Source: an optimization exercise on an open RTL-to-GDS flow (aim: small area). Production flows keep margins and buffers that such runs may drop.
At most, simulation tests tie the RTL to the original design; equivalence was not proved.
The RTL of run 1 was laid out without a check of its function.

## flow/design.v (module list and top-level ports; edited modules follow where they fit)
// module iir_fa: 4 lines
// module iir_ha: 4 lines
// module iir_benc: 5 lines
// module iir_biquad_axis: 7403 lines
module iir_biquad_axis #(
    parameter integer C_S_AXI_DATA_WIDTH = 32,
    parameter integer C_S_AXI_ADDR_WIDTH = 5,
    parameter integer DATA_WIDTH         = 32    
)(
    input  wire aclk,
    input  wire aresetn,    
    input  wire [DATA_WIDTH-1:0] s_axis_tdata,
    input  wire                  s_axis_tvalid,
    output wire                  s_axis_tready,
    input  wire                  s_axis_tlast,
    output wire [DATA_WIDTH-1:0] m_axis_tdata,
    output reg                   m_axis_tvalid,
    input  wire                  m_axis_tready,
    output reg                   m_axis_tlast,
    input  wire [C_S_AXI_ADDR_WIDTH-1:0] s_axi_awaddr,
    input  wire                          s_axi_awvalid,
    output wire                          s_axi_awready,
    input  wire [C_S_AXI_DATA_WIDTH-1:0] s_axi_wdata,
    input  wire [C_S_AXI_DATA_WIDTH/8-1:0] s_axi_wstrb,
    input  wire                          s_axi_wvalid,
    output wire                          s_axi_wready,
    output wire [1:0]                    s_axi_bresp,
    output wire                          s_axi_bvalid,
    input  wire                          s_axi_bready,
    input  wire [C_S_AXI_ADDR_WIDTH-1:0] s_axi_araddr,
    input  wire                          s_axi_arvalid,
    output wire                          s_axi_arready,
    output wire [C_S_AXI_DATA_WIDTH-1:0] s_axi_rdata,
    output wire [1:0]                    s_axi_rresp,
    output wire                          s_axi_rvalid,
    input  wire                          s_axi_rready
);
  // ...
==> flow/flow/run.sh <==
#!/bin/bash
# Layout flow: the standard flow, with the port buffers made from the
# smallest buffer cell (buf_1) instead of the resizer's default choice.
set -o pipefail
export BUFFER_PORTS_ARGS="-buffer_cell sky130_fd_sc_hd__buf_1"
bash standard.sh > standard.log 2>&1
==> flow/standard.sh <==
#!/bin/bash
# synth_recipe.tcl (not shown) runs the flow's synth.tcl, then flattens the netlist and writes it again
# the make line also repeats each setting of config.mk as NAME=value (left out here)
make -C /OpenROAD-flow-scripts/flow DESIGN_CONFIG=/design/flow/config.mk WORK_HOME=/design/flow/orfs CLKGATE_MAP_FILE= SYNTH_SCRIPT=/design/flow/synth_recipe.tcl "${@:-finish}"
==> flow/config.mk <==
export PLATFORM = sky130hd
export DESIGN_NAME = iir_biquad_axis
export DESIGN_NICKNAME = iir_biquad_axis
export VERILOG_FILES = /design/flow/design.v
export SDC_FILE = /design/flow/constraint.sdc
export NUM_CORES = 4
export LEC_CHECK = 0
export ABC_AREA = 1
export CAP_MARGIN = 5
export CORE_MARGIN = 2
export CORE_UTILIZATION = 40
export CTS_BUF_LIST = sky130_fd_sc_hd__clkbuf_4
export SLEW_MARGIN = 5
export SYNTH_HIERARCHICAL = 1
==> flow/constraint.sdc <==
create_clock -name core_clock -period 22.0 [get_ports {aclk}]
set_input_delay 4.4000 -clock core_clock [delete_from_list [all_inputs] [get_ports {aclk}]]
set_output_delay 4.4000 -clock core_clock [all_outputs]
set_load 0.01 [all_outputs]
==> summary.md, run 1 <==
| Metric | Value |
|---|---|
| Sequential cell area | 9430 um^2 |
| Status | timing/DRC/antenna clean |
| Critical R2R Launch | y_l[10] |
| CP startpoint kind | flip-flop |
| CP peak stage delay | 610 ps |
| #MultiIn Comb | 4951 |
| Crit path launch | y_l[10] |
| Most common library cell in the layout ignoring fill and taps | fa_1 |
| CP Class | reg2reg |
| Max clock buf depth | 3 |
| Hold crit path type | reg2reg |
| Hold-critical path depth | 2 |
| Achievable Freq | 0.0493 GHz |
| Hold_buf cts | 0 |
| CP Buf/Inv Count | 6 |
| DR iter-0 viols | 9084 |
| Inverters | 458 |
| Area Overhead vs Synth | 6.71% |
| CP Max Fanout | 16 |
| HPWL Detailed | 216000 um |
| GRT met3 Usage | 0.163 |
| Adder-cell share of the synthesized area | 0.430 |
| Sequential cell area share | 0.134 |
| Non-clock buffer share of cell area | 0.0365 |
| Num rows | 149 |
==> run 2: changes to the inputs <==
--- a/flow/design.v
+++ b/flow/design.v
@@ -142,33 +142,32 @@
                 wire c1 = coefs[16*k + 2*i];
                 wire c0 = (i == 0) ? 1'b0 : coefs[16*k + 2*i - 1];
                 iir_benc u_enc (.c2(c2), .c1(c1), .c0(c0),
                                 .one_n(b_one_n[8*k + i]), .two_n(b_two_n[8*k + i]));
                 assign b_neg[8*k + i] = (k >= 3) ? ~c2 : c2;
             end
         end
     endgenerate
-    reg  [15:0] x1_l, x2_l, y2_l, y_l;
-    reg  [15:0] x1_r, x2_r, y2_r, y_r;
+    reg  [15:0] x1_l_n, x2_l_n, y2_l_n, y_l;
+    reg  [15:0] x1_r_n, x2_r_n, y2_r_n, y_r;
     wire [15:0] y1_l, y1_r, yn_l, yn_r;
     wire [33:0] acc_l, acc_r;
+    wire [15:0] xl_n = ~s_axis_tdata[31:16];
+    wire [15:0] xr_n = ~s_axis_tdata[15:0];
+    wire [15:0] y1_l_n = ~y1_l, y1_r_n = ~y1_r;
     always @(posedge aclk) begin
         if (core_reset) begin
-            x1_l <= 16'd0; x2_l <= 16'd0; y2_l <= 16'd0; y_l <= 16'd0;
-            x1_r <= 16'd0; x2_r <= 16'd0; y2_r <= 16'd0; y_r <= 16'd0;
+            x1_l_n <= 16'hffff; x2_l_n <= 16'hffff; y2_l_n <= 16'hffff; y_l <= 16'd0;
+            x1_r_n <= 16'hffff; x2_r_n <= 16'hffff; y2_r_n <= 16'hffff; y_r <= 16'd0;
         end else if (axis_fire) begin
-            x2_l <= x1_l; x1_l <= s_axis_tdata[31:16]; y2_l <= y1_l; y_l <= yn_l;
-            x2_r <= x1_r; x1_r <= s_axis_tdata[15:0];  y2_r <= y1_r; y_r <= yn_r;
+            x2_l_n <= x1_l_n; x1_l_n <= xl_n; y2_l_n <= y1_l_n; y_l <= yn_l;
+            x2_r_n <= x1_r_n; x1_r_n <= xr_n; y2_r_n <= y1_r_n; y_r <= yn_r;
         end
     end
-    wire [15:0] xl_n = ~s_axis_tdata[31:16];
-    wire [15:0] xr_n = ~s_axis_tdata[15:0];
-    wire [15:0] x1_l_n = ~x1_l, x2_l_n = ~x2_l, y1_l_n = ~y1_l, y2_l_n = ~y2_l;
-    wire [15:0] x1_r_n = ~x1_r, x2_r_n = ~x2_r, y1_r_n = ~y1_r, y2_r_n = ~y2_r;
     wire l_p1;
     wire l_p2;
     wire l_p3;
     wire l_p4;
     wire l_p5;
     wire l_p6;
     wire l_p7;
     wire l_p8;
==> summary.md, run 2 <==
| Metric | Value |
|---|---|
| Status | timing/DRC/antenna clean |
| Starting Density | 0.403 |
| GRT Residual Overflow | 0 |
| Top post-synthesis cells by count | 1374 x fa_1, 1280 x xor2_1, 1217 x o22ai_1 |
| RSZ-0062 raised after global routing | false |
| DR iter-0 viols | 8835 (-2.7%) |
| Max cap viols | 0 |
| Cell mode on critical path | fa_1 |
| YS warnings | 7 |
| Layout Nets | 7841 |
| CTS sink count | 359 |
| Hold crit path type | reg2reg |
| Pre-CTS setup slack | 1750 ps |
| CP Class | reg2reg |
| Slowest stage cell, crit path | fa_1 |
| CP peak stage delay | 570 ps (-40 ps) |
| Commonest cells after routing, fill and taps aside | 1374 x fa_1, 1280 x xor2_1, 1217 x o22ai_1 |
| Final worst slack | 1790 ps |
| Hold slack final | 421 ps |
| CTS Buf Count | 104 |
| CTS Root Cell | clkbuf_4 |
| Most numerous cell in the Yosys netlist | fa_1 |
| Async SR Flop Fraction | 0 |
| # port buffers | 151 |
| Post-synthesis compound-gate area fraction | 0.146 |
| Crit path time final | 20210 ps |
| Slew @ Worst Pin | 1350 ps |
| Top cell type's share of synthesized area | 0.414 |
| HPWL Detailed | 213000 um (-1.4%) |
| Die X | 411 um |
| Routability cong. | 1.08 |
| WL/cell | 35.4 um |
| Post-synth EDFFs | 224 |
| Synthesized flop and latch total | 359 |
| Unique masters post-synth | 36 |
| Setup violators final | 0 |
| Final ANT Viol Nets | 0 |
| Syn avg cell area | 10.2 um^2 |
| Most common library cell in the layout ignoring fill and taps | fa_1 |
| Max clock buf depth | 3 (unchanged) |
| Hold_buf cts | 0 (unchanged) |
| Num rows | 149 (unchanged) |
| Post-cts sizing count | 0 |
| Pin count of the biggest net entering global routing | 90 |
| XOR/XNOR share of the synthesized area | 0.174 |
| Share of cells above drive strength 1 | 0.0834 |
| CORE AREA | 165000 um^2 |
| Worst-Skew Late Latency | 1180 ps |
| CTS tree | built |
| Achievable Freq | 0.0495 GHz (+0.42%) |
| Die height | 411 um |
| Final hold violation count | 0 |
| DR pass1 iterations | 7 |
| Synth top area cells | fa_1 41%, xor2_1 17%, o22ai_1 11% |
| Die Area | 169000 um^2 |
| Via count | 57.4k |
| CP arrival | 21210 ps |
| Tcrit/Tclk final | 0.919 |
| Adder-cell share of the synthesized area | 0.428 (-0.00230) |
| Mux contribution to synthesized area | 0 |
| Initial antenna violation count | 18 |
| Cell type with the largest total area after synthesis | fa_1 |
| Post-synth top flop | edfxtp_1 |
| Area Overhead vs Synth | 6.44% |
| Post-Synthesis Cells | 6490 |
| Post-CTS setup buffer count | 0 |
| Vias per inst | 6.68 |
| CP Capture Type | flip-flop |
| H-tree Lvls | 3 |
| Fin. max-slew vios | 0 |
| Vias in the first global route | 60.3k |
| Synth Area in Simple Gates | 0.0410 |
| Setup TNS | 0 ps |
| Worst Skew | 156 ps |
| Syn Std Cell Area | 66400 um^2 |
| Clock-pin slew on the worst setup and hold paths | 70 ps |
| CP startpoint kind | flip-flop |
| Main combinational cell family by area after synthesis | adder cells |
| Sequential share of the synthesized area | 0.142 |
| Critical Path RT | 23000 ps |
| IO Pins | 164 |
| CP Max Fanout | 16 (unchanged) |
| Headroom to the max-slew limit | 0.0971 |
| Tot GR Track Use | 0.356 |
| First-pass GRT wire length | 430000 um |
| # fillers | 16.0k |
| Drt drc | 0 |
| Final WL | 304000 um |
run 2: cell types whose count changed after synthesis, moves of 36 or more:
cell      before  now
a21oi_1      203  115
buf_2        166  202
o211ai_1       3   62
clkinv_1     109   17
nand2_1      241  373
nand3_1       33   95
clkbuf_1     435  492
o21ai_0      104   27
run 2: Yosys stat by module, one instance, submodules excluded:
module | cell area (um^2) | flops+latches
iir_fa | 20.0 | 0
iir_ha | 12.5 | 0
iir_biquad_axis | 37000 | 359
iir_benc | 28.8 | 0
run 2: critical path, delay by kind of cell (launching register included):
family,cells,cell delay (ps)
compound gates,5,980
xor+xnor,1,250
fa+ha+maj,41,17010
buf+inv,6,630
flops,1,470
simple gates,4,790
run 2: path summary, 6_finish.rpt:
path / depth (start not counted) / from / slack (ps) / to
max: 57 / y_l[10] / 1790 / y_l[7]
min: 2 / reg_ctrl[10] / 420 / axi_rdata[10]
max reg2reg: 57 / y_l[10] / 1790 / y_l[7]
min reg2reg: 2 / reg_ctrl[10] / 420 / axi_rdata[10]
run 2: cell families (layout without fill, tap and decap cells):
family                   Yosys count  after routing
AO/OA/AOI/OAI                   1546           1546
other                              1             39
XOR/XNOR                        1320           1320
flip-flops                       359            359
adder cells (fa/ha/maj)         1446           1446
buffers and inverters           1137           1019
AND/OR/NAND/NOR                  681            681
run 2: through the flow:
step	instances	cell area (um^2)	util
detailed placement	8390	69300	0.420
floorplan	6508	66400	-
global placement	8390	69300	0.420
finish	8599	70600	0.429
global route	8586	70600	0.428
CTS	8579	70600	0.428
run 2: routing by layer:
layer	track usage	routed length, um	up-vias
li1	-	-	21600
met1	0.432	103000	28700
met2	0.491	123000	5650
met3	0.158	48600	1523
met4	0.274	29400	26
met5	0.0158	534	-
run 2: layout make-up:
class,count,area [um^2],share of cell area
clock buffer,147,1100,0.0156
clock inverter,42,239,0.00338
inverter,383,1440,0.0204
multi-input combinational,5012,52900,0.748
antenna,20,50.0,0.000708
sequential,359,9430,0.133
timing repair buffer,447,2790,0.0395
tap,2189,2740,0.0388
==> run 3: changes to the inputs <==
==> flow/flow/run.sh (replaced) <==
#!/bin/bash
# Layout flow: the standard flow (standard.sh), with
#  - the port buffers made from the smallest buffer cell (buf_1);
#  - clock tree synthesis with sink clusters of up to 5 flip-flops and no
#    dummy loads.
set -o pipefail
export BUFFER_PORTS_ARGS="-buffer_cell sky130_fd_sc_hd__buf_1"
export CTS_ARGS="-sink_clustering_enable -repair_clock_nets -buf_list sky130_fd_sc_hd__clkbuf_4 -sink_clustering_size 5 -sink_clustering_max_diameter 50 -dont_use_dummy_load"
bash standard.sh > standard.log 2>&1
==> summary.md, run 3 <==
| Metric | Value |
|---|---|
| Status | timing/DRC/antenna clean |
| Final ANT Viol Nets | 0 (unchanged) |
| # port buffers | 151 (unchanged) |
| Die Area | 169000 um^2 (unchanged) |
| CP Class | reg2reg |
| IO Pins | 164 (unchanged) |
| Commonest cells after routing, fill and taps aside | 1374 x fa_1, 1280 x xor2_1, 1217 x o22ai_1 |
| Most common library cell in the layout ignoring fill and taps | fa_1 |
| Hold_buf cts | 0 (unchanged) |
| CP startpoint kind | flip-flop |
| Syn Std Cell Area | 66400 um^2 (unchanged) |
| RSZ-0062 raised after global routing | false |
| YS warnings | 7 (unchanged) |
| Post-cts sizing count | 0 (unchanged) |
| CP arrival | 21160 ps (-50 ps) |
| Num rows | 149 (unchanged) |
| Multi-input logic area | 52900 um^2 (unchanged) |
| HPWL Detailed | 213000 um (unchanged) |
| Headroom to the max-slew limit | 0.102 (+0.00531) |
| Slowest stage cell, crit path | fa_1 |
| Initial antenna violation count | 15 (-3) |
| Sequential cell area | 9430 um^2 (unchanged) |
| Unique masters post-synth | 36 (unchanged) |
| Hold crit path type | reg2reg |
| CP Max Fanout | 16 (unchanged) |
| Tot GR Track Use | 0.356 (about the same) |
| Pre-CTS setup slack | 1750 ps (unchanged) |
| Synth top area cells | fa_1 41%, xor2_1 17%, o22ai_1 11% |
| Setup TNS | 0 ps (unchanged) |
| CP Capture Type | flip-flop |
| Vias per inst | 6.75 (+1.1%) |
| Hold-critical path depth | 1 (-1) |
| Drt drc | 0 (unchanged) |
| Share of cells above drive strength 1 | 0.0731 (-0.0103) |
| Worst Skew | 150 ps (-6.04 ps) |
| Post-route cell area | 70000 um^2 (-0.91%) |
| CTS Buf Count | 92 (-12%) |
| First-pass GRT wire length | 429000 um (-0.13%) |
| CORE AREA | 165000 um^2 (unchanged) |
| Layout Nets | 7829 (-0.15%) |
| CP peak stage delay | 570 ps (about the same) |
| Cell mode on critical path | fa_1 |
| Critical Path RT | 22980 ps (-20 ps) |
| Fin. max-slew vios | 0 (unchanged) |
| Final worst slack | 1830 ps (+41.9 ps) |
| Post-Synthesis Cells | 6490 (unchanged) |
| CTS sink count | 359 (unchanged) |
| Crit path time final | 20170 ps (-41.9 ps) |
| Fin util | 0.425 (-0.00391) |
| Routability cong. | 1.08 (unchanged) |
| DR iter-0 viols | 8845 (+0.11%) |
| Clock-pin slew on the worst setup and hold paths | 70 ps (about the same) |
| R2r worst-path depth | 57 (unchanged) |
| Async SR Flop Fraction | 0 (unchanged) |
| Via count | 57.4k (+0.0087%) |
| Post-CTS setup buffer count | 0 (unchanged) |
| Pin count of the biggest net entering global routing | 90 (unchanged) |
| Synthesized flop and latch total | 359 (unchanged) |
| Area Overhead vs Synth | 5.47% |
| Starting Density | 0.403 (unchanged) |
| H-tree Lvls | 3 (unchanged) |
| Final WL | 304000 um (about the same) |
| WL/cell | 35.8 um (+1.1%) |
| Worst-Skew Late Latency | 1070 ps (-110 ps) |
| Cell type with the largest total area after synthesis | fa_1 |
| Post-synth top flop | edfxtp_1 |
| Area of placed instances | 69300 um^2 (unchanged) |
| Slew @ Worst Pin | 1340 ps (-7.91 ps) |
| Top post-synthesis cells by count | 1374 x fa_1, 1280 x xor2_1, 1217 x o22ai_1 |
| Max cap viols | 0 (unchanged) |
| Final hold violation count | 0 (unchanged) |
| Sequential share of the synthesized area | 0.142 (unchanged) |
| Die height | 411 um (unchanged) |
| Setup violators final | 0 (unchanged) |
| Die X | 411 um (unchanged) |
| DR pass1 iterations | 9 (+2) |
| Post-synth EDFFs | 224 (unchanged) |
| CTS tree | built |
| Vias in the first global route | 60.1k (-0.31%) |
| CTS Root Cell | clkbuf_4 |
| Tcrit/Tclk final | 0.917 (-0.00190) |
| Most numerous cell in the Yosys netlist | fa_1 |
| Achievable Freq | 0.0496 GHz (+0.21%) |
| Max clock buf depth | 3 (unchanged) |
| Syn avg cell area | 10.2 um^2 (unchanged) |
| Top cell type's share of synthesized area | 0.414 (unchanged) |
| GRT Residual Overflow | 0 (unchanged) |
| # fillers | 16.1k (+0.25%) |
-- run 3: path summary, 6_finish.rpt --
check                 to   startpoint  slack [ps]
min reg2reg  axi_arready  axi_arready         440
max               y_l[4]      y_l[10]        1830
min          axi_arready  axi_arready         440
max reg2reg       y_l[4]      y_l[10]        1830
-- run 3: kinds of logic after synthesis --
kind of cell,share of synthesized area
buf+inv,0.0691
other cells,0.0000565
flops,0.142
fa+ha+maj,0.428
simple gates,0.0410
xor+xnor,0.174
compound gates,0.146
-- run 3: critical path, delay by kind of cell, from the launching register on --
kind | cells | cell delay, ps
adders and majority gates | 41 | 17000
AOI/OAI and AO/OA | 5 | 960
and+or+nand+nor | 4 | 790
buffers and inverters | 6 | 640
DFF | 1 | 470
xor gates and xnor gates | 1 | 250
-- run 3: cell type report --
cell class	instances	area share
antenna	23	0.000822
clock buffer	92	0.00987
inverter	383	0.0206
multi-input combinational	5012	0.755
sequential	359	0.135
tap	2189	0.0391
timing repair buffer	447	0.0399
-- run 3: layer usage --
layer  part of all wire  vias up  wire length [um]  global-route usage
met1               0.34    28600            103000               0.430
met2               0.40     5762            123000               0.495
met5             0.0011        -               323              0.0119
li1                   -    21500                 -                   -
met3               0.16     1556             49000               0.158
met4              0.096        8             29200               0.270
-- run 3: per-module statistics from Yosys, one instance, submodules excluded --
module	cells inside	area, um^2
iir_ha	1	12.5
iir_fa	1	20.0
iir_biquad_axis	4822	37000
iir_benc	6	28.8
-- run 3: metrics by stage --
stage	instances	hold slack, ps
6_report	8505	440
5_1_grt	8490	475
2_1_floorplan	6508	454
3_3_place_gp	8390	422
3_5_place_dp	8390	441
4_1_cts	8482	446
==> run 4: changes to the inputs <==
==> flow/flow/run.sh (replaced) <==
#!/bin/bash
# Layout flow: the standard flow (standard.sh), with
#  - the port buffers made from the smallest buffer cell (buf_1);
#  - clock tree synthesis with sink clusters of up to 10 flip-flops and no
#    dummy loads.
set -o pipefail
export BUFFER_PORTS_ARGS="-buffer_cell sky130_fd_sc_hd__buf_1"
export CTS_ARGS="-sink_clustering_enable -repair_clock_nets -buf_list sky130_fd_sc_hd__clkbuf_8 -sink_clustering_size 10 -sink_clustering_max_diameter 60 -dont_use_dummy_load"
bash standard.sh > standard.log 2>&1
==> summary.md, run 4 <==
| Metric | Value |
|---|---|
| Status | timing/DRC/antenna clean |
| CP Capture Type | flip-flop |
| HPWL Detailed | 213000 um (unchanged) |
| Slowest stage cell, crit path | fa_1 |
| Clock-pin slew on the worst setup and hold paths | 70 ps (about the same) |
| Critical path destination | y_l[14] |
| Async SR Flop Fraction | 0 (unchanged) |
| YS warnings | 7 (unchanged) |
| Die height | 411 um (unchanged) |
| Crit path launch | y_l[10] |
| Critical Path RT | 22640 ps (-340 ps) |
| CP startpoint kind | flip-flop |
| Tot GR Track Use | 0.355 (-0.00104) |
| Area Overhead vs Synth | 5.49% (about the same) |
| Synth top area cells | fa_1 41%, xor2_1 17%, o22ai_1 11% |
| Post-cts sizing count | 0 (unchanged) |
| Post-CTS setup buffer count | 0 (unchanged) |
| XOR/XNOR share of the synthesized area | 0.174 (unchanged) |
| Top cell type's share of synthesized area | 0.414 (unchanged) |
| RR Endpoint | y_l[14] |
| Vias in the first global route | 59.7k (-0.58%) |
| CTS Buf Count | 53 (-42%) |
| Routability cong. | 1.08 (unchanged) |
| Layout Nets | 7790 (-0.50%) |
| CP peak stage delay | 570 ps (about the same) |
| DR iter-0 viols | 8765 (-0.90%) |
| Crit path time final | 20160 ps (-10.3 ps) |
| CP Class | reg2reg |
| Final hold violation count | 0 (unchanged) |
| Post-synth EDFFs | 224 (unchanged) |
| R2r worst-path depth | 57 (unchanged) |
| CP Max Fanout | 16 (unchanged) |
| Via count | 57.1k (-0.56%) |
| Headroom to the max-slew limit | 0.103 (+0.000855) |
| Post-synthesis compound-gate area fraction | 0.146 (unchanged) |
| First-pass GRT wire length | 429000 um (-0.14%) |
| Most common library cell in the layout ignoring fill and taps | fa_1 |
| Slew @ Worst Pin | 1340 ps (-1.27 ps) |
| IO Pins | 164 (unchanged) |
| Setup violators final | 0 (unchanged) |
| Cell type with the largest total area after synthesis | fa_1 |
| Share of cells above drive strength 1 | 0.0673 (-0.00578) |
| Hold_buf cts | 0 (unchanged) |
| Setup TNS | 0 ps (unchanged) |
| CTS sink count | 359 (unchanged) |
| Die Area | 169000 um^2 (unchanged) |
| Hold slack final | 437 ps (-2.88 ps) |
| Post-synth top flop | edfxtp_1 |
| Min-delay src | axi_arready |
| CP arrival | 20800 ps (-360 ps) |
| Tcrit/Tclk final | 0.916 (about the same) |
| GRT Residual Overflow | 0 (unchanged) |
| CORE AREA | 165000 um^2 (unchanged) |
| Max clock buf depth | 3 (unchanged) |
| Drt drc | 0 (unchanged) |
| Most numerous cell in the Yosys netlist | fa_1 |
| Synth Area in Simple Gates | 0.0410 (unchanged) |
| # port buffers | 151 (unchanged) |
| Placed cells | 8390 (unchanged) |
| Critical R2R Launch | y_l[10] |
| Cell mode on critical path | fa_1 |
| Unique masters post-synth | 36 (unchanged) |
| Mux contribution to synthesized area | 0 (unchanged) |
| RSZ-0062 raised after global routing | false |
| Syn avg cell area | 10.2 um^2 (unchanged) |
| Syn Std Cell Area | 66400 um^2 (unchanged) |
| DR pass1 iterations | 10 (+1) |
| Pin count of the biggest net entering global routing | 90 (unchanged) |
| Sequential share of the synthesized area | 0.142 (unchanged) |
| Vias per inst | 6.76 (about the same) |
| WL/cell | 35.9 um (+0.35%) |
| H-tree Lvls | 2 (-1) |
| Starting Density | 0.403 (unchanged) |
| Flop-to-flop setup slack | 1840 ps (about the same) |
| Die X | 411 um (unchanged) |
| Final WL | 304000 um (-0.22%) |
| CTS tree | built |
| Fin util | 0.425 (about the same) |
| Main combinational cell family by area after synthesis | adder cells |
| Finished Layout Cells | 8456 (-0.58%) |
| Worst Skew | 88.9 ps (-60.9 ps) |
| Post-Synthesis Cells | 6490 (unchanged) |
| Final ANT Viol Nets | 0 (unchanged) |
| Worst-Skew Late Latency | 770 ps (-300 ps) |
| Max cap viols | 0 (unchanged) |
| CTS Root Cell | clkbuf_8 |
| # fillers | 16.0k (-0.087%) |
| Fin. max-slew vios | 0 (unchanged) |
| Commonest cells after routing, fill and taps aside | 1374 x fa_1, 1280 x xor2_1, 1217 x o22ai_1 |
| Num rows | 149 (unchanged) |
| Adder-cell share of the synthesized area | 0.428 (unchanged) |
| Top post-synthesis cells by count | 1374 x fa_1, 1280 x xor2_1, 1217 x o22ai_1 |
| Synthesized flop and latch total | 359 (unchanged) |
| Achievable Freq | 0.0496 GHz (about the same) |
| Initial antenna violation count | 13 (-2) |
| Hold crit path type | reg2reg |
-- run 4: changes by cell type in the layout (fill, tap and decap cells not counted) --
cell	change
clkbuf_4	-92
clkbuf_8	+53
diode_2	-10
-- run 4: layer usage --
layer | routed length [um] | vias to the layer above | track usage
met5 | 208 | - | 0.00594
li1 | - | 21300 | -
met1 | 103000 | 28600 | 0.429
met3 | 48500 | 1527 | 0.161
met4 | 28700 | 12 | 0.260
met2 | 123000 | 5610 | 0.495
-- run 4: Yosys stat by module (local to each module, per instance) --
module / cells inside / area (um^2) / copies in the design
iir_benc: 6 / 28.8 / 40
iir_biquad_axis: 4822 / 37000 / 1
iir_fa: 1 / 20.0 / 1374
iir_ha: 1 / 12.5 / 54
-- run 4: area by class of cell --
cell class	instances	area (um^2)	area share
Clock buffer	53	729	0.0104
Tap cell	2189	2740	0.0391
Inverter	383	1440	0.0206
Sequential cell	359	9430	0.135
Timing Repair Buffer	447	2790	0.0399
Multi-Input combinational cell	5012	52900	0.755
Antenna cell	13	32.5	0.000465
-- run 4: metrics by stage --
step / instance area, um^2 / worst slack (ps)
6_report: 70000 / 1840
5_1_grt: 70000 / 1080
4_1_cts: 70000 / 1730
3_5_place_dp: 69300 / 1750
3_3_place_gp: 69300 / 1920
2_1_floorplan: 66400 / 3220
-- run 4: worst min-delay path by stage --
| stage | to | slack, ps | depth (start not counted) |
|---|---|---|---|
| detailed placement | axi_arready | 440 | 1 |
| global placement | axi_arready | 420 | 1 |
| finish | axi_arready | 440 | 1 |
| floorplan | axi_arready | 450 | 1 |
| CTS | axi_arready | 450 | 1 |
| global route | axi_arready | 470 | 1 |
-- run 4: logic make-up after synthesis --
logic type	count (synthesis)
other	1
AOI/OAI and AO/OA	1546
buffers and inverters	1137
adders and majority gates	1446
DFF	359
and+or+nand+nor	681
xor gates and xnor gates	1320
-- run 4: critical path: cells and delay by family, from the launching register on --
kind / cells / cell delay, ps
xor gates and xnor gates: 1 / 240
and+or+nand+nor: 4 / 790
buffers and inverters: 6 / 630
AOI/OAI and AO/OA: 5 / 980
DFF: 1 / 470
adders and majority gates: 41 / 16970
==> run 5: changes to the inputs <==
==> flow/flow/run.sh (replaced) <==
#!/bin/bash
# Layout flow: the standard flow (standard.sh), with
#  - the port buffers made from the smallest buffer cell (buf_1);
#  - clock tree synthesis with sink clusters of up to 14 flip-flops and no
#    dummy loads.
set -o pipefail
export BUFFER_PORTS_ARGS="-buffer_cell sky130_fd_sc_hd__buf_1"
export CTS_ARGS="-sink_clustering_enable -repair_clock_nets -buf_list sky130_fd_sc_hd__clkbuf_8 -sink_clustering_size 14 -sink_clustering_max_diameter 70 -dont_use_dummy_load"
bash standard.sh > standard.log 2>&1
==> summary.md, run 5 <==
| Metric | Value |
|---|---|
| Num rows | 149 (unchanged) |
| Die height | 411 um (unchanged) |
| # port buffers | 151 (unchanged) |
| Post-synth top flop | edfxtp_1 |
| CP Buf/Inv Count | 6 (unchanged) |
| Fin util | 0.424 (-0.000691) |
| Status | timing/DRC/antenna clean |
| Layout Nets | 7781 (-0.12%) |
| Post-route cell area | 69900 um^2 (-0.16%) |
| YS warnings | 7 (unchanged) |
| Critical Path RT | 22720 ps (+80 ps) |
| DR pass1 iterations | 9 (-1) |
| Synthesized flop and latch total | 359 (unchanged) |
| Clock-pin slew on the worst setup and hold paths | 70 ps (about the same) |
| Syn avg cell area | 10.2 um^2 (unchanged) |
| Post-Synthesis Cells | 6490 (unchanged) |
| Final ANT Viol Nets | 0 (unchanged) |
| Sequential share of the synthesized area | 0.142 (unchanged) |
| Max cap viols | 0 (unchanged) |
| Cell mode on critical path | fa_1 |
| Commonest cells after routing, fill and taps aside | 1374 x fa_1, 1280 x xor2_1, 1217 x o22ai_1 |
| RR Endpoint | y_l[7] |
| Final WL | 304000 um (about the same) |
| Top post-synthesis cells by count | 1374 x fa_1, 1280 x xor2_1, 1217 x o22ai_1 |
| Setup violators final | 0 (unchanged) |
| Vias in the first global route | 59.6k (-0.17%) |
| IO Pins | 164 (unchanged) |
| Area Overhead vs Synth | 5.32% |
| CTS Root Cell | clkbuf_8 |
| Synth Area in Simple Gates | 0.0410 (unchanged) |
| Syn Std Cell Area | 66400 um^2 (unchanged) |
| Main combinational cell family by area after synthesis | adder cells |
| CP Max Fanout | 16 (unchanged) |
| Die X | 411 um (unchanged) |
| Async SR Flop Fraction | 0 (unchanged) |
| Top cell type's share of synthesized area | 0.414 (unchanged) |
| Pin count of the biggest net entering global routing | 90 (unchanged) |
| Adder-cell share of the synthesized area | 0.428 (unchanged) |
| CTS sink count | 359 (unchanged) |
| Placed cells | 8390 (unchanged) |
| CP Class | reg2reg |
| Min-delay src | axi_arready |
| Starting Density | 0.403 (unchanged) |
| Via count | 57.1k (-0.030%) |
| Delay-heaviest family, CP | adder cells |
| WL/cell | 36.0 um (+0.13%) |
| Hold Path End | axi_arready |
| Achievable Freq | 0.0496 GHz (about the same) |
| Vias per inst | 6.76 (about the same) |
| Routability cong. | 1.08 (unchanged) |
| Finished Layout Cells | 8451 (-0.059%) |
| DR iter-0 viols | 9118 (+4.0%) |
| CORE AREA | 165000 um^2 (unchanged) |
| Drt drc | 0 (unchanged) |
| Hold crit path type | reg2reg |
| Worst-Skew Late Latency | 790 ps (+20 ps) |
| # fillers | 16.1k (+0.11%) |
| CP peak stage delay | 570 ps (about the same) |
| Fin. max-slew vios | 0 (unchanged) |
| CP startpoint kind | flip-flop |
| Worst Skew | 116 ps (+27.0 ps) |
| Most numerous cell in the Yosys netlist | fa_1 |
| Unique masters post-synth | 36 (unchanged) |
| Tot GR Track Use | 0.355 (+0.000441) |
| Most common library cell in the layout ignoring fill and taps | fa_1 |
| Max clock buf depth | 3 (unchanged) |
| Cell type with the largest total area after synthesis | fa_1 |
| Hold_buf cts | 0 (unchanged) |
| CTS tree | built |
| Synth top area cells | fa_1 41%, xor2_1 17%, o22ai_1 11% |
| Share of cells above drive strength 1 | 0.0660 (-0.00134) |
| Post-cts sizing count | 0 (unchanged) |
| Crit path time final | 20180 ps (+18.2 ps) |
| Post-synth EDFFs | 224 (unchanged) |
| XOR/XNOR share of the synthesized area | 0.174 (unchanged) |
| Post-CTS setup buffer count | 0 (unchanged) |
| Slew @ Worst Pin | 1370 ps (+29.1 ps) |
| Area of placed instances | 69300 um^2 (unchanged) |
| R2r worst-path depth | 57 (unchanged) |
| Tcrit/Tclk final | 0.917 (about the same) |
| Critical R2R Launch | y_l[10] |
| Post-synthesis compound-gate area fraction | 0.146 (unchanged) |
| Headroom to the max-slew limit | 0.0838 (-0.0195) |
| CTS Buf Count | 44 (-17%) |
| RSZ-0062 raised after global routing | false |
| Hold-critical path depth | 1 (unchanged) |
| Die Area | 169000 um^2 (unchanged) |
| HPWL Detailed | 213000 um (unchanged) |
| Initial antenna violation count | 18 (+5) |
| Final hold violation count | 0 (unchanged) |
| Mux contribution to synthesized area | 0 (unchanged) |
| H-tree Lvls | 2 (unchanged) |
| First-pass GRT wire length | 429000 um (about the same) |
| Flop-to-flop setup slack | 1820 ps (-20 ps) |
| Slowest stage cell, crit path | fa_1 |
| CP arrival | 20900 ps (+100 ps) |
| GRT Residual Overflow | 0 (unchanged) |
| Setup TNS | 0 ps (unchanged) |
| CP Capture Type | flip-flop |
## run 5: cell counts after synthesis
No cell type changed its count.
## run 5: cell type report
type | instances | area [um^2] | area share
diodes | 17 | 42.5 | 0.000609
clock buffers | 44 | 606 | 0.00866
inverters | 383 | 1440 | 0.0206
multi-input cells | 5012 | 52900 | 0.756
flip-flops and latches | 359 | 9430 | 0.135
well taps | 2189 | 2740 | 0.0392
repair buffers | 447 | 2790 | 0.0399
## run 5: kinds of logic after synthesis
family | Yosys count
AO/OA/AOI/OAI | 1546
buffers and inverters | 1137
other | 1
XOR/XNOR | 1320
flip-flops | 359
AND/OR/NAND/NOR | 681
adder cells (fa/ha/maj) | 1446
## run 5: worst max-delay path by stage
| stage | startpoint | to | slack (ps) | depth (start not counted) |
|---|---|---|---|---|
| 2_1_floorplan | y_r[10] | y_r[10] | 3220 | 57 |
| 3_3_place_gp | y_l[10] | y_l[1] | 1920 | 57 |
| 3_5_place_dp | y_l[10] | y_l[7] | 1750 | 57 |
| 4_1_cts | y_l[10] | y_l[7] | 1750 | 57 |
| 5_1_grt | y_l[10] | y_l[2] | 1110 | 57 |
| 6_report | y_l[10] | y_l[7] | 1820 | 57 |
## run 5: layer usage
layer / track usage / up-vias / routed length, um
met3: 0.160 / 1569 / 48900
met1: 0.431 / 28500 / 103000
met5: 0.0150 / - / 370
met2: 0.493 / 5661 / 122000
met4: 0.262 / 14 / 29600
li1: - / 21300 / -
## run 5: modules after synthesis, one instance, submodules excluded
module / flip-flops and latches / copies in the design
iir_benc: 0 / 40
iir_biquad_axis: 359 / 1
iir_fa: 0 / 1374
iir_ha: 0 / 54
## run 5: per-stage QoR
stage          worst slack, ps  hold WS, ps
2_1_floorplan             3220          454
3_3_place_gp              1920          422
3_5_place_dp              1750          441
4_1_cts                   1750          445
5_1_grt                   1110          473
6_report                  1820          438

static timing again, ports no longer ideal:
How much do the figures lean on ideal ports? The routed layouts below were timed once more, with nothing changed but the port constraints.
Step 1 sets driving cells, clkbuf_16 on the clock port and buf_2 on the other inputs (assumed; they add their load-dependent delay and slew).
Step 2 moves the port delays by t, midway between the first and last clock arrival at a register: inputs arrive t later, outputs are due t later. That takes back most of the time a late clock gives input paths.
a / b / c = ideal / step 1 / step 2; a / b = the first two.
run	shift t [ns]	setup slack, ns	clock arrival spread, ns
run 1	1.146	1.701 / 1.701 / 1.701	0.208 / 0.208
run 2	1.190	1.785 / 1.785 / 1.785	0.160 / 0.159
run 3	1.059	1.827 / 1.827 / 1.827	0.178 / 0.177
run 4	0.804	1.838 / 1.838 / 1.838	0.090 / 0.089
run 5	0.814	1.820 / 1.820 / 1.820	0.116 / 0.116
After both steps setup and hold are still met in every run listed.
